Context: an optimization exercise on an open-source flow, tuned for small area and a short achievable clock period. The choices shown serve that exercise and are no tape-out recipe.
Function was checked by simulation only, so behaviour that the tests miss may differ from the original.

## flow/design.v (module list and top-level ports; edited modules follow where they fit)
// module mult: 7 lines
// module adder: 11 lines
// module adder22: 7 lines
// module mac1: 32 lines
// module acc_ctrl: 28 lines
// module acc: 26 lines
// module dist_mem_gen_0: 522 lines
// module addrConv: 12 lines
// module dataConv: 12 lines
// module saturationLogic: 17 lines
// module sigmoid: 15 lines
// module act10: 718 lines
// module mac_acc_sigmoid: 3241 lines
// module fa3: 4 lines
// module ha2n: 4 lines
// module and2m: 3 lines
// module ha2: 4 lines
module mac_acc_sigmoid(
  input clk2,
  input rst2,
  input [127:0] pixelsIn,
  input [127:0] weightsIn,
  input [7:0] b,
  output [7:0] dout);
  // ...
==> flow/run.sh <==
#!/bin/bash
# synth_recipe.tcl (not shown) runs the flow's synth.tcl, then flattens the netlist and writes it again
# the make line also repeats each setting of config.mk as NAME=value (left out here)
make -C /OpenROAD-flow-scripts/flow DESIGN_CONFIG=/design/flow/config.mk WORK_HOME=/design/flow/orfs CLKGATE_MAP_FILE= SYNTH_SCRIPT=/design/flow/synth_recipe.tcl finish
==> flow/config.mk <==
export PLATFORM = sky130hd
export DESIGN_NAME = mac_acc_sigmoid
export DESIGN_NICKNAME = mac_acc_sigmoid
export VERILOG_FILES = /design/flow/design.v
export SDC_FILE = /design/flow/constraint.sdc
export NUM_CORES = 4
export LEC_CHECK = 0
export ABC_AREA = 1
export CAP_MARGIN = 20
export CORE_MARGIN = 2
export CORE_UTILIZATION = 40
export GPL_ROUTABILITY_DRIVEN = 0
export SETUP_SLACK_MARGIN = 4.3
export SLEW_MARGIN = 20
export SYNTH_HIERARCHICAL = 1
==> flow/constraint.sdc <==
create_clock -name core_clock -period 11.5 [get_ports {clk2}]
set_input_delay 2.3000 -clock core_clock [delete_from_list [all_inputs] [get_ports {clk2}]]
set_output_delay 2.3000 -clock core_clock [all_outputs]
set_load 0.01 [all_outputs]
==> out/metrics.cfg, run 1 <==
[layout]
nonClkBufAreaFrac_pct=6.61
fill_cells=7579
largest_register_ffs=8
layout.nets=4655
stdcell_count=4382
nClkBuffers=9
area.growth.synth_to_final_pct=10.5
drive_above_1_share_pct=12.2

[run_status]
status=complete, no violations

[placement]
dp_cells=4330

[clocking]
cts_hold_buffers=0
post_cts_resized=817
cts_buffers=9
clock_latency_ps=390
root_buffer=clkbuf_16

[sta]
fin_hold_ws_ps=454
slew_viol_final=0

[route]
via_per_inst=5.61
route.met3.wl_um=15400
dr.pass1.iters=6
top_layer=met5

[global_route]
grt_usage_pct=34.2
use_met1_pct=41.6
grt_pass1_wl_um=188000

[critical_path]
slowest_delay_ps=610
worstSetupEndpoint=acc2_10
rrSetupSlack_ps=4520

[floorplanning]
num_tap_cells=1030
ioPinCount=274

[worst_hold_path]
whs_endpoint=ph[0]

[logic_synthesis]
synth_area_um2=30800

==> run 2, diff against run 1 <==
--- a/flow/design.v
+++ b/flow/design.v
@@ -694,21 +694,26 @@
     wire [7:0] dataext, datasigned;
     addrConv u1 (addr, sign, lutaddr);
     dist_mem_gen_0 u2 (lutaddr, lutdata);
     assign dataext = {2'b00, lutdata};
     dataConv u3 (dataext, sign, datasigned);
     saturationLogic u4 (datasigned, sign, ovf, data);
 endmodule
 `timescale 1ns / 1ps
-module act10(s, dout);
+module act10m(s, f, q, dout);
   input [21:0] s;
   wire [21:0] s;
+  input f;
+  wire f;
+  input [7:0] q;
+  wire [7:0] q;
   output [7:0] dout;
   wire [7:0] dout;
+  wire [7:0] fo;
   wire _000_;
   wire _001_;
   wire _002_;
   wire _003_;
   wire _004_;
   wire _005_;
   wire _006_;
   wire _007_;
@@ -1141,17 +1146,17 @@
   assign _008_ = 4'h8 >> { _007_, _327_ };
   assign _009_ = 4'h1 >> { s[19], s[16] };
   assign _010_ = 4'h1 >> { s[20], s[18] };
   assign _011_ = 4'h8 >> { _010_, _009_ };
   assign _012_ = 4'h1 >> { s[15], s[21] };
   assign _013_ = 4'h1 >> { s[17], s[14] };
   assign _014_ = 4'h8 >> { _013_, _012_ };
   assign _015_ = 4'h8 >> { _014_, _011_ };
-  assign dout[6] = 4'h1 >> { _015_, _008_ };
+  assign fo[6] = 4'h1 >> { _015_, _008_ };
   assign _016_ = 4'h1 >> { _304_, _290_ };
   assign _017_ = 4'h2 >> { _016_, _293_ };
   assign _018_ = 4'h2 >> s[13:12];
   assign _019_ = 4'h4 >> { _018_, _017_ };
   assign _020_ = 4'h1 >> { _019_, s[13] };
   assign _021_ = 4'h2 >> { _020_, _015_ };
   assign _022_ = 4'h4 >> s[13:12];
   assign _023_ = 4'h8 >> { s[6], s[7] };
@@ -1162,17 +1167,17 @@
   assign _028_ = 4'h1 >> { _027_, _025_ };
   assign _029_ = 4'h2 >> { _304_, s[10] };
   assign _030_ = 4'h8 >> { _029_, s[11] };
   assign _031_ = 4'h4 >> { _030_, _028_ };
   assign _032_ = 4'h2 >> { _031_, _022_ };
   assign _033_ = 4'h2 >> { _032_, s[13] };
   assign _034_ = 4'h8 >> { _033_, _007_ };
   assign _035_ = 4'h4 >> { _034_, _327_ };
-  assign dout[5] = 4'he >> { _035_, _021_ };
+  assign fo[5] = 4'he >> { _035_, _021_ };
   assign _036_ = 4'h1 >> { _166_, s[10] };
   assign _037_ = 4'h2 >> { _036_, s[11] };
   assign _038_ = 4'h4 >> { _037_, _029_ };
   assign _039_ = 4'h4 >> { _038_, _319_ };
   assign _040_ = 4'h1 >> { _039_, s[13] };
   assign _041_ = 4'h1 >> { _319_, s[8] };
   assign _042_ = 4'h4 >> { _041_, _299_ };
   assign _043_ = 4'h2 >> { _042_, _293_ };
@@ -1212,33 +1217,33 @@
   assign _077_ = 4'h2 >> { _032_, s[21] };
   assign _078_ = 4'h4 >> { _077_, _076_ };
   assign _079_ = 4'h4 >> { _078_, _074_ };
   assign _080_ = 4'h1 >> { _019_, _344_ };
   assign _081_ = 4'h8 >> { _342_, s[11] };
   assign _082_ = 4'h1 >> { _081_, _080_ };
   assign _083_ = 4'h1 >> { _015_, _007_ };
   assign _084_ = 4'h1 >> { _083_, _082_ };
-  assign dout[4] = 4'h4 >> { _084_, _079_ };
+  assign fo[4] = 4'h4 >> { _084_, _079_ };
   assign _085_ = 4'h2 >> { _060_, _007_ };
   assign _086_ = 4'h4 >> { s[10], s[12] };
   assign _087_ = 4'h4 >> { _086_, _292_ };
   assign _088_ = 4'h4 >> { s[7], s[11] };
   assign _089_ = 4'h8 >> { _088_, _176_ };
   assign _090_ = 4'h1 >> { _089_, _343_ };
   assign _091_ = 4'h4 >> { _090_, _080_ };
   assign _092_ = 4'h4 >> { _091_, _087_ };
   assign _093_ = 4'h8 >> { s[10], s[11] };
   assign _094_ = 4'h4 >> { _038_, _298_ };
   assign _095_ = 4'h2 >> { _094_, _022_ };
   assign _096_ = 4'h4 >> { _095_, _093_ };
   assign _097_ = 4'h2 >> { _096_, _015_ };
   assign _098_ = 4'h4 >> { _097_, _092_ };
-  assign dout[3] = 4'he >> { _098_, _085_ };
-  assign _099_ = 4'h8 >> { dout[3], _022_ };
+  assign fo[3] = 4'he >> { _098_, _085_ };
+  assign _099_ = 4'h8 >> { fo[3], _022_ };
   assign _100_ = 4'h2 >> { _099_, _015_ };
   assign _101_ = 4'h2 >> { _338_, s[9] };
   assign _102_ = 4'h2 >> { _101_, _346_ };
   assign _103_ = 4'h8 >> { _220_, s[9] };
   assign _104_ = 4'h2 >> { _103_, _068_ };
   assign _105_ = 4'h1 >> { _104_, _038_ };
   assign _106_ = 4'h1 >> { _105_, _155_ };
   assign _107_ = 4'h1 >> { _070_, _019_ };
@@ -1251,17 +1256,17 @@
   assign _114_ = 4'h2 >> { _113_, _032_ };
   assign _115_ = 4'h4 >> { _044_, s[9] };
   assign _116_ = 4'h2 >> { _045_, s[12] };
   assign _117_ = 4'h4 >> { _116_, _115_ };
   assign _118_ = 4'h2 >> { _117_, s[13] };
   assign _119_ = 4'h4 >> { _118_, _114_ };
   assign _120_ = 4'h2 >> { _119_, _007_ };
   assign _121_ = 4'h4 >> { _120_, _074_ };
-  assign dout[2] = 4'he >> { _121_, _111_ };
+  assign fo[2] = 4'he >> { _121_, _111_ };
   assign _122_ = 4'h4 >> { _069_, _017_ };
   assign _123_ = 4'h8 >> { _304_, s[11] };
   assign _124_ = 4'h1 >> { _308_, _298_ };
   assign _125_ = 4'h1 >> { _124_, _041_ };
   assign _126_ = 4'h1 >> { _125_, _292_ };
   assign _127_ = 4'h1 >> { _126_, _337_ };
   assign _128_ = 4'h1 >> { _127_, _176_ };
   assign _129_ = 4'h2 >> { _128_, _053_ };
@@ -1304,17 +1309,17 @@
   assign _168_ = 4'h1 >> { _167_, _049_ };
   assign _169_ = 4'h2 >> { _168_, _056_ };
   assign _170_ = 4'h4 >> { _169_, _165_ };
   assign _171_ = 4'h2 >> { _170_, _040_ };
   assign _172_ = 4'h4 >> { _171_, _162_ };
   assign _173_ = 4'h1 >> { _172_, _324_ };
   assign _174_ = 4'h4 >> { _173_, _158_ };
   assign _175_ = 4'h2 >> { _174_, _007_ };
-  assign dout[1] = 4'he >> { _175_, _148_ };
+  assign fo[1] = 4'he >> { _175_, _148_ };
   assign _177_ = 4'h8 >> { _242_, s[8] };
   assign _178_ = 4'h1 >> { _177_, _029_ };
   assign _179_ = 4'h8 >> { _067_, _297_ };
   assign _180_ = 4'h1 >> { _179_, _178_ };
   assign _181_ = 4'h2 >> { _180_, _132_ };
   assign _182_ = 4'h4 >> { _040_, _293_ };
   assign _183_ = 4'h4 >> { _182_, _181_ };
   assign _184_ = 4'h1 >> { _066_, _331_ };
@@ -1406,21 +1411,22 @@
   assign _279_ = 4'h4 >> { _140_, _093_ };
   assign _280_ = 4'h4 >> { _279_, _278_ };
   assign _281_ = 4'h2 >> { _199_, _155_ };
   assign _282_ = 4'h4 >> { _281_, _280_ };
   assign _283_ = 4'h1 >> { _282_, _276_ };
   assign _284_ = 4'h4 >> { _283_, _256_ };
   assign _285_ = 4'h4 >> { _284_, _248_ };
   assign _287_ = 4'h2 >> { _285_, _015_ };
-  assign dout[0] = 4'he >> { _287_, _243_ };
-  assign dout[7] = 4'h2 >> { _008_, s[21] };
+  assign fo[0] = 4'he >> { _287_, _243_ };
+  assign fo[7] = 4'h2 >> { _008_, s[21] };
   assign r[7] = r[6];
   assign sign = s[21];
   assign y = s[21:5];
+  assign dout = f ? fo : q;
 endmodule
 `timescale 1ns / 1ps
 module mac_acc_sigmoid(
   input clk2,
   input rst2,
   input [127:0] pixelsIn,
   input [127:0] weightsIn,
   input [7:0] b,
@@ -4648,21 +4654,19 @@
   fa3 u_os18(.a(acc0_18), .b(acc1_18), .c(acc2_18), .s(os18), .co(oc18));
   wire os19, oc19;
   fa3 u_os19(.a(acc0_19), .b(acc1_19), .c(acc2_19), .s(os19), .co(oc19));
   wire os20, oc20;
   fa3 u_os20(.a(acc0_20), .b(acc1_20), .c(acc2_20), .s(os20), .co(oc20));
   wire os21, oc21;
   fa3 u_os21(.a(acc0_21), .b(acc1_21), .c(acc2_21), .s(os21), .co(oc21));
   assign sum = {~os21, ~os20, ~os19, ~os18, ~os17, ~os16, ~os15, ~os14, ~os13, ~os12, ~os11, ~os10, ~os9, ~os8, ~os7, ~os6, ~os5, ~os4, ~os3, ~os2, ~os1, ~os0} + {~oc20, ~oc19, ~oc18, ~oc17, ~oc16, ~oc15, ~oc14, ~oc13, ~oc12, ~oc11, ~oc10, ~oc9, ~oc8, ~oc7, ~oc6, ~oc5, ~oc4, ~oc3, ~oc2, ~oc1, ~oc0, ~1'b1};
-  wire [7:0] fout;
-  act10 sig(sum, fout);
+  act10m sig(.s(sum), .f(f), .q(dreg), .dout(dout));
   always @(posedge clk2)
-    if (f) dreg <= fout;
-  assign dout = f ? fout : dreg;
+    dreg <= dout;       
 endmodule
 module fa3(input a, input b, input c, output s, output co);
   assign s = a ^ b ^ c;
   assign co = (a & b) | (a & c) | (b & c);
 endmodule
 module ha2n(input a, input b, output s, output co);
   assign s = ~(a ^ b);
   assign co = a | b;
==> out/metrics.cfg, run 2 <==
[layout]
layout_common_cells=nand2_1 (1242), fa_1 (964), inv_1 (358)  ; was nand2_1 (1222), fa_1 (983), inv_1 (359)
layout.cells.most_common=nand2_1  ; unchanged
area.growth.synth_to_final_pct=10.4  ; was 10.5%
layout.nets=4667  ; was 4655
top_regs=dreg: 8 flops, ph: 2 flops  ; unchanged
largest_register_ffs=8  ; unchanged
fill_cells=7565  ; was 7579
post-route-util_pct=44.7  ; about the same
stdcell_count=4396  ; was 4382
top_register=dreg  ; unchanged
drive_above_1_share_pct=11.7  ; was 12.2%

[critical_path]
slowest_delay_ps=620  ; was 610 ps
slowest_stage=fa_1  ; unchanged
crit_arrival_ps=7480  ; was 7450 ps
crit_family=adder cells  ; unchanged
cp-end-kind=flop  ; unchanged
worstSetupStartpointType=input pin  ; unchanged
required_ps=11750  ; about the same
crit_fanout=8  ; unchanged
cpMostUsedCell=fa_1  ; unchanged
worstSetupPathType=in -> reg  ; unchanged
path_cells=clkdlybuf4s15_1 -> nand2_1 -> fa_1 -> fa_1 -> fa_1 -> fa_1 -> fa_2 -> fa_1 -> fa_1 -> fa_2 -> fa_1  ; was buf_2 -> nand2_1 -> fa_1 -> fa_1 -> fa_1 -> fa_1 -> fa_2 -> fa_2 -> fa_1 -> fa_1 -> fa_2 -> fa_1
cp_num_buf_inv=1  ; unchanged

[global_route]
grt_pass1_vias=26500  ; was 27100
grt_remaining_overflow=0  ; unchanged
grt_pass1_wl_um=185000  ; was 188000 um
grt_usage_pct=33.9  ; was 34.2%
grt_max_degree=18  ; was 19
antenna_found_initial=7  ; was 9

[route]
post_drt_wl_per_cell_um=29.6  ; was 29.8 um
remaining_drc_errors=0  ; unchanged
route.met3.wl_um=14600  ; was 15400 um
m1WireLength_um=45700  ; was 44900 um
dr.pass1.iters=6  ; unchanged
routed-via-count=24700  ; was 24600
met2_length_um=58700  ; was 59000 um
via_per_inst=5.63  ; was 5.61
ant_nets=0  ; unchanged
routed_wirelength_um=130000  ; was 131000 um
dr.first_iter.drc_count=3043  ; was 2782
top_layer=met4  ; was met5

[sta]
skew_ps=16.3  ; was 20.2 ps
min_period_ps=7230  ; was 7200 ps
period_share_pct=62.9  ; was 62.6%
timing.slew.headroom_pct=44.1  ; was 43.2%
hold_viol_final=0  ; unchanged
rsz0062_at_grt=true  ; unchanged
tightest_slew_ps=829  ; was 843 ps
setup_tns_ps=0  ; unchanged
slew_viol_final=0  ; unchanged
fin_ws_ps=4270  ; was 4300 ps
max_freq_mhz=138  ; was 139 MHz
setup_viol=0  ; unchanged

[logic_synthesis]
synth_area_um2=30800  ; about the same
synth.avg_cell_area_um2=9.37  ; was 9.41 um2
synthCells=3287  ; was 3273
yosysWarnings=7  ; unchanged

[clocking]
clock_latency_ps=390  ; about the same
cts_sinks=69  ; unchanged
tritoncts=done  ; unchanged
cts_buffer_depth=2  ; unchanged
htree_levels=3  ; unchanged
cts_buffers=9  ; unchanged
root_buffer=clkbuf_16  ; unchanged
clk_pin_slew_ps=60  ; was 80 ps

[placement]
dp_worst_setup_slack_ps=3250  ; was 3310 ps
dp_cells=4347  ; was 4330
port-buffer-count=273  ; unchanged
dpl.hpwl_um=115000  ; was 114000 um

[floorplanning]
die_height_um=281  ; was 282 um
rows=101  ; unchanged
ioPinCount=274  ; unchanged
die_w_um=281  ; was 282 um
die-area_um2=79200  ; was 79300 um2
initial_core_util_pct=40.5  ; about the same
core_region_area_um2=76100  ; unchanged

[run]
cap_violations=0  ; unchanged

[worst_hold_path]
hold_class=reg -> reg  ; unchanged

[run_status]
status=complete, no violations  ; unchanged

## run 2: cell count changes in the layout (fill, tap and decap cells not counted), sizes merged, moves of 4 or more
cell         before   now
nand2          1247  1266
dlygate4sd2      24    34
a21oi            26    30
mux2              8     0
nor3              1     5
o21ai            39    35
clkbuf           96    85
## run 2: area by class of cell
type	instances	area [um2]	share of cell area (%)
antenna	7	17.5	0.0515
clock inverter	7	62.6	0.184
sequential	69	1380	4.07
multi-input combinational	2592	27300	80.5
tap	1030	1290	3.79
inverter	374	1400	4.13
timing repair buffer	308	2260	6.65
clock buffer	9	225	0.663
## run 2: metal layers
layer | up-vias | global-route usage (%)
li1 | 9593 | -
met1 | 12800 | 43.0
met2 | 1930 | 52.9
met3 | 401 | 6.75
met4 | 0 | 22.6
met5 | - | 0
## run 2: metrics by stage
stage / area [um2] / hold slack, ps
after CTS: 34200 / 453
after floorplan: 31100 / 415
after global routing: 34000 / 485
final: 34000 / 461
after detailed placement: 33900 / 441
after global placement: 33900 / 434
## run 2: what timing repair did
| item | in CTS | in global routing |
|---|---|---|
| hold buffers | 0 | 0 |
| pin swaps | 3 | 38 |
| hold endpoints to repair | 0 | 0 |
| setup endpoints to repair | 37 | 25 |
| resized for setup | 751 | 403 |
| buffers inserted | 4 | 22 |
## run 2: worst paths after layout
path	startpoint	end	slack [ps]	cells past startpoint
max reg2reg	acc0_1	acc2_13	4590	22
max	weightsIn[106]	acc2_10	4270	11
min reg2reg	dreg[2]	dreg[2]	460	2
min	dreg[2]	dreg[2]	460	2
## run 2: worst reg2reg max path, cell delays in order, from the launching register on
cell and delay, ps:
dfxtp_2 330, fa_1 530, inv_1 70, ha_4 180
fa_2 400, nand2_1 70, inv_1 50, nand2_2 80
nand2_4 80, nand2_1 80, nand2_2 90, xor2_2 160
buf_6 140, buf_4 130, o21ai_0 650, fa_1 600
fa_1 500, fa_1 430, fa_1 420, fa_1 480
fa_1 460, fa_1 420, fa_1 430
==> run 3, diff against run 2 <==
--- a/flow/config.mk
+++ b/flow/config.mk
@@ -12,3 +12,3 @@
 export GPL_ROUTABILITY_DRIVEN = 0
-export SETUP_SLACK_MARGIN = 4.3
+export SETUP_SLACK_MARGIN = 4.45
 export SLEW_MARGIN = 20
==> out/metrics.cfg, run 3 <==
[critical_path]
cp_num_buf_inv=1  ; unchanged
worstSetupPathType=in -> reg  ; unchanged
cpMostUsedCell=fa_2  ; was fa_1
worstSetupStartpointType=input pin  ; unchanged
reg2reg_depth=23  ; was 22
crit_fanout=8  ; unchanged
crit_family=adder cells  ; unchanged
required_ps=11830  ; was 11750 ps
cp-end-kind=flop  ; unchanged
path_cells=buf_4 -> nand2_1 -> fa_1 -> fa_2 -> fa_2 -> fa_1 -> fa_2 -> fa_2 -> fa_1 -> fa_1 -> fa_2 -> fa_2  ; was clkdlybuf4s15_1 -> nand2_1 -> fa_1 -> fa_1 -> fa_1 -> fa_1 -> fa_2 -> fa_1 -> fa_1 -> fa_2 -> fa_1
crit_arrival_ps=7380  ; was 7480 ps
slowest_delay_ps=620  ; about the same
reg2reg_to=acc2_13  ; unchanged
rrSetupSlack_ps=4550  ; was 4590 ps
slowest_stage=fa_2  ; was fa_1
r2r_start=acc1_1  ; was acc0_1

[global_route]
grt_pass1_wl_um=186000  ; was 185000 um
use_met1_pct=42.7  ; was 43.0%
grt_remaining_overflow=0  ; unchanged
busiest_layer=met2  ; unchanged
grt_pass1_vias=26700  ; was 26500
grt_usage_pct=34.0  ; was 33.9%
met2_usage_pct=52.3  ; was 52.9%
grt_util_met3_pct=8.06  ; was 6.75%
grt_max_degree=18  ; unchanged
antenna_found_initial=5  ; was 7

[run_status]
status=complete, no violations  ; unchanged

[clocking]
cts_sinks=69  ; unchanged
clk_pin_slew_ps=80  ; was 60 ps
tritoncts=done  ; unchanged
clock_latency_ps=400  ; was 390 ps
root_buffer=clkbuf_16  ; unchanged
htree_levels=3  ; unchanged
cts_buffer_depth=2  ; unchanged
cts_buffers=9  ; unchanged
cts_hold_buffers=0  ; unchanged

[floorplanning]
core_region_area_um2=76100  ; unchanged
die_w_um=281  ; unchanged
ioPinCount=274  ; unchanged
die_height_um=281  ; unchanged
initial_core_util_pct=40.5  ; unchanged
die-area_um2=79200  ; unchanged
rows=101  ; unchanged

[placement]
dp_cells=4345  ; was 4347
dpl.hpwl_um=115000  ; about the same
port-buffer-count=273  ; unchanged

[sta]
slew_viol_final=0  ; unchanged
skew_ps=18.4  ; was 16.3 ps
rsz0062_at_grt=true  ; unchanged
period_share_pct=61.3  ; was 62.9%
setup_viol=0  ; unchanged
max_freq_mhz=142  ; was 138 MHz
min_period_ps=7050  ; was 7230 ps
timing.slew.headroom_pct=47.2  ; was 44.1%
tightest_slew_ps=783  ; was 829 ps
setup_tns_ps=0  ; unchanged
hold_viol_final=0  ; unchanged

[layout]
top_regs=dreg: 8 flops, ph: 2 flops  ; unchanged
post-route-util_pct=45.4  ; was 44.7%
drive_above_1_share_pct=15.3  ; was 11.7%
top_register=dreg  ; unchanged
layout.cells.most_common=nand2_1  ; unchanged
layout_common_cells=nand2_1 (1217), fa_1 (948), inv_1 (354)  ; was nand2_1 (1242), fa_1 (964), inv_1 (358)
largest_register_ffs=8  ; unchanged
area.growth.synth_to_final_pct=12.0  ; was 10.4%
layout.nets=4684  ; was 4667
stdcell_count=4412  ; was 4396

[logic_synthesis]
synthCells=3287  ; unchanged
yosysWarnings=7  ; unchanged
synth_area_um2=30800  ; unchanged
synth.avg_cell_area_um2=9.37  ; unchanged

[route]
dr.first_iter.drc_count=2830  ; was 3043
post_drt_wl_per_cell_um=29.6  ; about the same
remaining_drc_errors=0  ; unchanged
via_per_inst=5.65  ; was 5.63
routed-via-count=24900  ; was 24700
dr.pass1.iters=6  ; unchanged
routed_wirelength_um=130000  ; about the same
ant_nets=0  ; unchanged

[worst_hold_path]
hold_class=reg -> reg  ; unchanged
hold_path_depth=1  ; was 2
worstHoldStart=ph[0]  ; was dreg[2]
whs_endpoint=ph[0]  ; was dreg[2]

[run]
cap_violations=0  ; unchanged

-- run 3: stage by stage --
stage / hold WS (ps) / cell area [um2] / worst slack, ps
detailed placement: 440 / 33900 / 3300
finish: 453 / 34500 / 4450
global placement: 433 / 33900 / 3320
floorplan: 415 / 31200 / 4320
global route: 479 / 34500 / 4380
CTS: 457 / 34100 / 4330
-- run 3: how the worst max path moves through the flow --
stage / cells past startpoint / from / slack [ps] / end
finish: 12 / weightsIn[85] / 4450 / acc2_10
global route: 12 / pixelsIn[93] / 4380 / acc2_13
CTS: 12 / pixelsIn[9] / 4330 / acc2_10
detailed placement: 12 / weightsIn[13] / 3300 / acc2_12
global placement: 12 / weightsIn[13] / 3320 / acc2_12
floorplan: 12 / pixelsIn[60] / 4320 / acc2_12
-- run 3: worst register-to-register path: stages, from the launching register on --
cell and delay (ps):
dfxtp_1 320, fa_1 530, inv_2 50, ha_4 170, fa_2 410, nand2_2 70, inv_1 50, nand2_2 90
nand2_4 80, nand2_1 80, nand2_2 90, xor2_2 160, buf_6 140, buf_12 150, buf_4 170, o21ai_0 620
fa_1 560, fa_1 440, fa_2 390, fa_1 470, fa_1 530, fa_2 450, fa_1 380, fa_1 430
-- run 3: timing repair --
action | CTS | global route
gates resized for setup | 959 | 603
endpoints found under the hold margin | 0 | 0
pin swaps | 15 | 61
setup buffers | 7 | 37
cloned | 0 | 1
endpoints found under the setup margin | 40 | 27
-- run 3: per-layer routing --
layer,wire length (um),up-vias,part of all wire [%]
li1,-,9637,-
met1,45200,12900,35
met2,58500,1901,45
met3,15300,430,12
met4,11500,0,8.8
met5,0,-,0
-- run 3: layout make-up --
| type | count | area [um2] |
|---|---|---|
| Antenna cell | 6 | 15.0 |
| Clock buffer | 9 | 225 |
| Clock inverter | 7 | 62.6 |
| Fill cell | 7536 | 41600 |
| Inverter | 374 | 1410 |
| Multi-Input combinational cell | 2592 | 27600 |
| Sequential cell | 69 | 1380 |
| Tap cell | 1030 | 1290 |
| Timing Repair Buffer | 325 | 2560 |
==> run 4, diff against run 3 <==
--- a/flow/config.mk
+++ b/flow/config.mk
@@ -12,3 +12,3 @@
 export GPL_ROUTABILITY_DRIVEN = 0
-export SETUP_SLACK_MARGIN = 4.45
+export SETUP_SLACK_MARGIN = 4.6
 export SLEW_MARGIN = 20
==> out/metrics.cfg, run 4 <==
[route]
ant_nets=0  ; unchanged
dr.pass1.iters=6  ; unchanged
dr.first_iter.drc_count=3022  ; was 2830
via_per_inst=5.65  ; about the same
post_drt_wl_per_cell_um=29.7  ; was 29.6 um
remaining_drc_errors=0  ; unchanged
routed_wirelength_um=131000  ; was 130000 um
routed-via-count=25000  ; was 24900

[floorplanning]
core_region_area_um2=76100  ; unchanged
initial_core_util_pct=40.5  ; unchanged
die_height_um=281  ; unchanged
die_w_um=281  ; unchanged
die-area_um2=79200  ; unchanged
ioPinCount=274  ; unchanged
rows=101  ; unchanged

[clocking]
root_buffer=clkbuf_16  ; unchanged
clk_pin_slew_ps=70  ; was 80 ps
clock_latency_ps=390  ; was 400 ps
cts_hold_buffers=0  ; unchanged
tritoncts=done  ; unchanged
htree_levels=3  ; unchanged
cts_sinks=69  ; unchanged
cts_buffers=9  ; unchanged
cts_buffer_depth=2  ; unchanged

[critical_path]
cpMostUsedCell=fa_2  ; unchanged
slowest_delay_ps=600  ; was 620 ps
startpoint=weightsIn[76]  ; was weightsIn[85]
crit_fanout=8  ; unchanged
worstSetupStartpointType=input pin  ; unchanged
required_ps=11820  ; was 11830 ps
worstSetupPathType=in -> reg  ; unchanged
r2r_start=acc1_1  ; unchanged
crit_family=adder cells  ; unchanged
rrSetupSlack_ps=4980  ; was 4550 ps
reg2reg_depth=22  ; was 23
cp-end-kind=flop  ; unchanged
cp.depth=12  ; unchanged
reg2reg_to=acc2_12  ; was acc2_13
cp_num_buf_inv=1  ; unchanged
slowest_stage=fa_2  ; unchanged
crit_arrival_ps=7370  ; was 7380 ps
path_cells=buf_6 -> nand2_1 -> fa_1 -> fa_2 -> fa_2 -> fa_2 -> fa_2 -> fa_2 -> fa_1 -> fa_1 -> fa_2 -> fa_2  ; was buf_4 -> nand2_1 -> fa_1 -> fa_2 -> fa_2 -> fa_1 -> fa_2 -> fa_2 -> fa_1 -> fa_1 -> fa_2 -> fa_2
worstSetupEndpoint=acc2_10  ; unchanged

[placement]
port-buffer-count=273  ; unchanged
dp_cells=4345  ; unchanged
dpl.hpwl_um=114000  ; was 115000 um
dp_worst_setup_slack_ps=3230  ; was 3300 ps

[logic_synthesis]
yosysWarnings=7  ; unchanged
synthCells=3287  ; unchanged
synth.avg_cell_area_um2=9.37  ; unchanged
synth_area_um2=30800  ; unchanged

[layout]
largest_register_ffs=8  ; unchanged
fill_cells=7361  ; was 7536
top_register=dreg  ; unchanged
layout_common_cells=nand2_1 (1203), fa_1 (835), inv_1 (351)  ; was nand2_1 (1217), fa_1 (948), inv_1 (354)
top_regs=dreg: 8 flops, ph: 2 flops  ; unchanged
layout.nets=4698  ; was 4684
layout.cells.most_common=nand2_1  ; unchanged
stdcell_count=4424  ; was 4412
area.growth.synth_to_final_pct=14.9  ; was 12.0%
drive_above_1_share_pct=19.5  ; was 15.3%

[sta]
rsz0062_at_grt=true  ; unchanged
period_share_pct=61.3  ; about the same
fin_ws_ps=4450  ; about the same
tightest_slew_ps=665  ; was 783 ps
setup_viol=0  ; unchanged
slew_viol_final=0  ; unchanged
skew_ps=11.3  ; was 18.4 ps
hold_viol_final=0  ; unchanged
max_freq_mhz=142  ; about the same
timing.slew.headroom_pct=54.4  ; was 47.2%
setup_tns_ps=0  ; unchanged
min_period_ps=7050  ; about the same

[global_route]
grt_remaining_overflow=0  ; unchanged
grt_max_degree=18  ; unchanged
grt_pass1_vias=27100  ; was 26700
grt_usage_pct=34.3  ; was 34.0%
grt_pass1_wl_um=188000  ; was 186000 um
antenna_found_initial=5  ; unchanged

[worst_hold_path]
hold_class=reg -> reg  ; unchanged
worstHoldStart=dreg[2]  ; was ph[0]

[run_status]
status=complete, no violations  ; unchanged

[run]
cap_violations=0  ; unchanged

-- run 4: cell type report --
class	count	area, um2	area share [%]
Multi-Input combinational cell	2592	27900	79.0
Tap cell	1030	1290	3.64
Clock inverter	7	128	0.361
Sequential cell	69	1380	3.91
Clock buffer	9	225	0.637
Inverter	374	1410	3.98
Timing Repair Buffer	339	2990	8.46
Antenna cell	4	10.0	0.0283
-- run 4: worst min-delay path by stage --
stage	endpoint	slack, ps	cells past startpoint
final	dreg[2]	450	2
after global routing	dreg[2]	470	2
after CTS	ph[0]	460	1
after detailed placement	ph[0]	440	1
after global placement	ph[0]	430	1
after floorplan	ph[0]	420	1
-- run 4: metal layers --
layer / track usage [%] / wire length (um)
met5: 0 / 14
met2: 53.5 / 59400
met4: 21.5 / 10800
met1: 43.5 / 45600
met3: 7.74 / 15500
-- run 4: tightest hold or removal path, stage by stage (launching register included) --
cell and delay (ps):
dfxtp_1 310, nand2_1 50, nand2_1 60
-- run 4: metrics by stage --
step / utilization [%] / instance area (um2) / hold slack, ps
after floorplan: - / 31400 / 415
after global placement: 44.6 / 34000 / 431
after detailed placement: 44.6 / 34000 / 441
after CTS: 45.6 / 34700 / 458
after global routing: 46.5 / 35400 / 468
final: 46.5 / 35400 / 451
-- run 4: timing repair --
action | 4_1_cts | 5_1_grt
gates resized for setup | 1503 | 383
endpoints found under the hold margin | 0 | 0
setup endpoints to repair | 41 | 27
pin swaps | 63 | 106
gates cloned | 0 | 1
setup buffers | 27 | 31
==> run 5, diff against run 4 <==
--- a/flow/config.mk
+++ b/flow/config.mk
@@ -10,5 +10,5 @@
 export CORE_MARGIN = 2
-export CORE_UTILIZATION = 40
+export CORE_UTILIZATION = 35
 export GPL_ROUTABILITY_DRIVEN = 0
-export SETUP_SLACK_MARGIN = 4.6
+export SETUP_SLACK_MARGIN = 4.45
 export SLEW_MARGIN = 20
==> out/metrics.cfg, run 5 <==
[route]
remaining_drc_errors=0  ; unchanged
via_per_inst=5.42  ; was 5.65
dr.pass1.iters=6  ; unchanged
routed_wirelength_um=132000  ; was 131000 um
post_drt_wl_per_cell_um=29.2  ; was 29.7 um
ant_nets=0  ; unchanged
dr.first_iter.drc_count=2706  ; was 3022
routed-via-count=24600  ; was 25000

[run]
cap_violations=0  ; unchanged

[critical_path]
reg2reg_depth=22  ; unchanged
crit_arrival_ps=7320  ; was 7370 ps
cp-end-kind=flop  ; unchanged
rrSetupSlack_ps=4610  ; was 4980 ps
worstSetupPathType=in -> reg  ; unchanged
required_ps=11760  ; was 11820 ps
crit_fanout=8  ; unchanged
reg2reg_to=acc2_13  ; was acc2_12
r2r_start=acc0_1  ; was acc1_1
worstSetupStartpointType=input pin  ; unchanged

[floorplanning]
initial_core_util_pct=35.4  ; was 40.5%
die_height_um=301  ; was 281 um
rows=108  ; was 101
die-area_um2=90400  ; was 79200 um2
ioPinCount=274  ; unchanged
die_w_um=301  ; was 281 um
core_region_area_um2=87000  ; was 76100 um2

[clocking]
tritoncts=done  ; unchanged
clock_latency_ps=400  ; was 390 ps
cts_buffers=9  ; unchanged
htree_levels=3  ; unchanged
root_buffer=clkbuf_16  ; unchanged
clk_pin_slew_ps=80  ; was 70 ps
cts_sinks=69  ; unchanged
cts_buffer_depth=2  ; unchanged

[worst_hold_path]
worstHoldStart=ph[0]  ; was dreg[2]
whs_endpoint=ph[0]  ; was dreg[2]
hold_class=reg -> reg  ; unchanged
hold_path_depth=1  ; was 2

[global_route]
grt_max_degree=18  ; unchanged
grt_pass1_wl_um=188000  ; unchanged
grt_remaining_overflow=0  ; unchanged
antenna_found_initial=13  ; was 5
grt_pass1_vias=27000  ; was 27100
grt_usage_pct=29.9  ; was 34.3%

[layout]
top_register=dreg  ; unchanged
fill_cells=8796  ; was 7361
top_regs=dreg: 8 flops, ph: 2 flops  ; unchanged
area.growth.synth_to_final_pct=12.4  ; was 14.9%
layout.nets=4670  ; was 4698
area.sequential_um2=1380  ; about the same
multi_input_area_um2=27500  ; was 27900 um2
post-route-util_pct=39.8  ; was 46.5%
drive_above_1_share_pct=14.7  ; was 19.5%
layout.cells.most_common=nand2_1  ; unchanged
largest_register_ffs=8  ; unchanged
layout_common_cells=nand2_1 (1223), fa_1 (941), inv_1 (356)  ; was nand2_1 (1203), fa_1 (835), inv_1 (351)
final_area_um2=34600  ; was 35400 um2

[sta]
tightest_slew_ps=919  ; was 665 ps
slew_viol_final=0  ; unchanged
period_share_pct=61.5  ; was 61.3%
setup_viol=0  ; unchanged
max_freq_mhz=141  ; was 142 MHz
min_period_ps=7070  ; was 7050 ps
setup_tns_ps=0  ; unchanged
hold_viol_final=0  ; unchanged
timing.slew.headroom_pct=38.1  ; was 54.4%
skew_ps=21.4  ; was 11.3 ps
rsz0062_at_grt=true  ; unchanged

[placement]
placed_area_um2=34100  ; was 34000 um2
port-buffer-count=273  ; unchanged
dpl.hpwl_um=116000  ; was 114000 um

[logic_synthesis]
yosysWarnings=7  ; unchanged
synth.avg_cell_area_um2=9.37  ; unchanged
synth_area_um2=30800  ; unchanged
synthCells=3287  ; unchanged

[run_status]
status=complete, no violations  ; unchanged

[run 5: worst max path at each step]
stage                  startpoint      end  slack, ps  depth (start not counted)
global placement      pixelsIn[5]  acc2_12       3240                         12
detailed placement    pixelsIn[5]  acc2_12       3200                         12
finish              weightsIn[32]  acc2_10       4430                         12
global route               acc0_1  dout[1]       4360                         31
floorplan            pixelsIn[60]  acc2_12       4320                         12
CTS                 weightsIn[55]  acc2_12       4390                         12
[run 5: cell type report]
class	count	area share (%)
Sequential cell	69	3.99
Inverter	374	4.06
Tap cell	1155	4.18
Timing Repair Buffer	311	7.27
Clock inverter	7	0.181
Clock buffer	9	0.651
Antenna cell	13	0.0940
Multi-Input combinational cell	2592	79.6
[run 5: layer usage]
layer | up-vias | part of all wire [%] | track usage (%)
li1 | 9608 | - | -
met1 | 12800 | 35 | 37.1
met2 | 1764 | 46 | 47.3
met3 | 381 | 11 | 6.57
met4 | 0 | 8.3 | 19.7
met5 | - | 0 | 0
[run 5: worst max-delay path, cell delays in order]
cell and delay [ps]:
clkdlybuf4s18_2 330, nand2_1 120, inv_1 60, fa_1 560, fa_1 490, fa_1 480, fa_2 630, fa_2 460
fa_2 600, fa_1 460, fa_2 380, fa_1 430
[run 5: timing repair]
| item | CTS | global route |
|---|---|---|
| resized for setup | 1102 | 479 |
| cloned | 0 | 1 |
| hold endpoints to repair | 0 | 0 |
| pin swaps | 38 | 63 |
| hold buffers | 0 | 0 |
| setup buffers | 11 | 20 |
| endpoints found under the setup margin | 40 | 25 |
[run 5: through the flow]
step                      setup slack [ps]  hold WS [ps]  std cells
after CTS                             4390           461       4496
after floorplan                       4320           415       3303
final                                 4430           456       4530
after detailed placement              3200           444       4469
after global placement                3240           430       4469
after global routing                  4360           479       4528
==> run 6, diff against run 5 <==
--- a/flow/config.mk
+++ b/flow/config.mk
@@ -10,3 +10,3 @@
 export CORE_MARGIN = 2
-export CORE_UTILIZATION = 35
+export CORE_UTILIZATION = 47
 export GPL_ROUTABILITY_DRIVEN = 0
==> out/metrics.cfg, run 6 <==
[clocking]
tritoncts=done  ; unchanged
root_buffer=clkbuf_16  ; unchanged
cts_sinks=69  ; unchanged
cts_buffer_depth=2  ; unchanged
cts_buffers=9  ; unchanged
clock_latency_ps=400  ; about the same
cts_hold_buffers=0  ; unchanged
clk_pin_slew_ps=80  ; about the same
htree_levels=3  ; unchanged

[sta]
skew_ps=16.7  ; was 21.4 ps
timing.slew.headroom_pct=51.3  ; was 38.1%
tightest_slew_ps=722  ; was 919 ps
max_freq_mhz=141  ; about the same
slew_viol_final=0  ; unchanged
period_share_pct=61.7  ; was 61.5%
setup_viol=0  ; unchanged
rsz0062_at_grt=true  ; unchanged
setup_tns_ps=0  ; unchanged
fin_ws_ps=4400  ; was 4430 ps
hold_viol_final=0  ; unchanged
min_period_ps=7100  ; was 7070 ps

[critical_path]
startpoint=weightsIn[85]  ; was weightsIn[32]
slowest_delay_ps=640  ; was 630 ps
required_ps=11770  ; was 11760 ps
crit_fanout=8  ; unchanged
rrSetupSlack_ps=4640  ; was 4610 ps
worstSetupStartpointType=input pin  ; unchanged
cp-end-kind=flop  ; unchanged
cpMostUsedCell=fa_2  ; was fa_1
reg2reg_depth=22  ; unchanged
slowest_stage=fa_2  ; unchanged
cp_num_buf_inv=1  ; was 2
cp.depth=12  ; unchanged
path_cells=buf_4 -> nand2_1 -> fa_1 -> fa_2 -> fa_2 -> fa_2 -> fa_2 -> fa_2 -> fa_2 -> fa_2 -> fa_2 -> fa_1  ; was clkdlybuf4s18_2 -> nand2_1 -> inv_1 -> fa_1 -> fa_1 -> fa_1 -> fa_2 -> fa_2 -> fa_2 -> fa_1 -> fa_2 -> fa_1
reg2reg_to=acc2_12  ; was acc2_13
worstSetupPathType=in -> reg  ; unchanged
worstSetupEndpoint=acc2_10  ; unchanged
crit_family=adder cells  ; unchanged
r2r_start=acc1_1  ; was acc0_1
crit_arrival_ps=7370  ; was 7320 ps

[layout]
top_register=dreg  ; unchanged
largest_register_ffs=8  ; unchanged
layout.nets=4677  ; was 4670
layout.cells.most_common=nand2_1  ; unchanged
area.growth.synth_to_final_pct=10.7  ; was 12.4%
layout_common_cells=nand2_1 (1234), fa_1 (946), inv_1 (358)  ; was nand2_1 (1223), fa_1 (941), inv_1 (356)
post-route-util_pct=52.8  ; was 39.8%
top_regs=dreg: 8 flops, ph: 2 flops  ; unchanged
fill_cells=5911  ; was 8796
drive_above_1_share_pct=14.2  ; was 14.7%

[global_route]
grt_pass1_wl_um=185000  ; was 188000 um
grt_pass1_vias=27400  ; was 27000
grt_max_degree=18  ; unchanged
antenna_found_initial=7  ; was 13
grt_remaining_overflow=0  ; unchanged
grt_usage_pct=39.4  ; was 29.9%

[run_status]
status=complete, no violations  ; unchanged

[placement]
port-buffer-count=273  ; unchanged
dp_worst_setup_slack_ps=3230  ; was 3200 ps
dpl.hpwl_um=112000  ; was 116000 um

[route]
routed_wirelength_um=128000  ; was 132000 um
routed-via-count=25300  ; was 24600
dr.pass1.iters=8  ; was 6
post_drt_wl_per_cell_um=30.3  ; was 29.2 um
ant_nets=0  ; unchanged
dr.first_iter.drc_count=3546  ; was 2706
via_per_inst=5.98  ; was 5.42
remaining_drc_errors=0  ; unchanged

[logic_synthesis]
synth_area_um2=30800  ; unchanged
synth.avg_cell_area_um2=9.37  ; unchanged
synthCells=3287  ; unchanged
yosysWarnings=7  ; unchanged

[floorplanning]
rows=93  ; was 108
die-area_um2=67600  ; was 90400 um2
die_w_um=260  ; was 301 um
ioPinCount=274  ; unchanged
initial_core_util_pct=47.7  ; was 35.4%
die_height_um=260  ; was 301 um
core_region_area_um2=64600  ; was 87000 um2

[worst_hold_path]
hold_class=reg -> reg  ; unchanged

[run]
cap_violations=0  ; unchanged

run 6: how the worst min path moves through the flow:
stage,end,startpoint,cells past startpoint
after floorplan,ph[0],ph[0],1
after global placement,ph[0],ph[0],1
after detailed placement,dreg[4],dreg[4],2
after CTS,dreg[4],dreg[4],2
after global routing,dreg[1],dreg[1],2
final,ph[0],ph[0],1
run 6: routing by layer:
metal | vias up | GRT usage, % | part of all wire (%)
met5 | - | 0.356 | 0.057
met4 | 8 | 25.3 | 8.5
met3 | 503 | 10.9 | 13
met2 | 2161 | 59.6 | 44
met1 | 13000 | 50.1 | 34
li1 | 9623 | - | -
run 6: timing repair:
action | 4_1_cts | 5_1_grt
resized for setup | 1153 | 243
pin swaps | 41 | 29
endpoints found under the setup margin | 41 | 27
buffers inserted | 19 | 18
cloned | 1 | 0
endpoints found under the hold margin | 0 | 0
run 6: layout make-up:
class	count	area (um2)	share of cell area, %
multi-input combinational	2592	27500	80.6
timing repair buffer	318	2450	7.17
inverter	374	1410	4.13
sequential	69	1380	4.06
tap	855	1070	3.14
clock buffer	9	225	0.661
clock inverter	7	57.6	0.169
antenna	11	27.5	0.0807
run 6: metrics by stage:
stage               instance area, um2  instances  hold slack [ps]
floorplan                        31200       3303              415
global placement                 33700       4170              429
CTS                              34000       4206              453
detailed placement               33700       4170              442
finish                           34100       4235              456
global route                     34100       4228              482
run 6: worst register-to-register path: stages, from the launching register on:
cell     delay (ps)
dfxtp_2         320
fa_1            510
inv_1            70
ha_4            170
fa_2            390
nand2_1          90
inv_1            60
nand2_2         100
nand2_4         100
nand2_2          70
nand2_2          90
xor2_2          180
buf_6           180
buf_4           150
o21ai_0         570
fa_1            560
fa_1            510
fa_1            430
fa_1            430
fa_2            550
fa_1            430
fa_2            360
fa_1            430

port drivers added, routing unchanged:
How much do the figures lean on ideal ports? The routed layouts below were timed once more, with nothing changed but the port constraints.
Step 1: set_driving_cell puts a clkbuf_16 on clk2 and a buf_2 on each other input, an assumption about the parent block.
Step 2, shift: input delay + t, output delay - t, t = (earliest + latest rising clock arrival at the registers) / 2. This alone moves slack from input paths to output paths.
Slacks: ideal ports / drivers / drivers and shift; pairs: ideal ports / drivers.
run	shift t [ns]	slack for setup (ns)	worst slew at a driven data input, ns
run 1	0.445	4.301 / 4.304 / 3.859	0.11
run 2	0.434	4.268 / 4.295 / 3.860	0.10
run 3	0.446	4.447 / 4.417 / 3.971	0.10
run 4	0.432	4.449 / 4.411 / 3.979	0.11
run 5	0.444	4.433 / 4.396 / 3.952	0.15
run 6	0.443	4.402 / 4.415 / 3.973	0.10
After both steps every run listed still meets setup and hold. The setup slack of run 5, which loses most, moves by -0.037 ns with the drivers and by -0.481 ns with both steps.
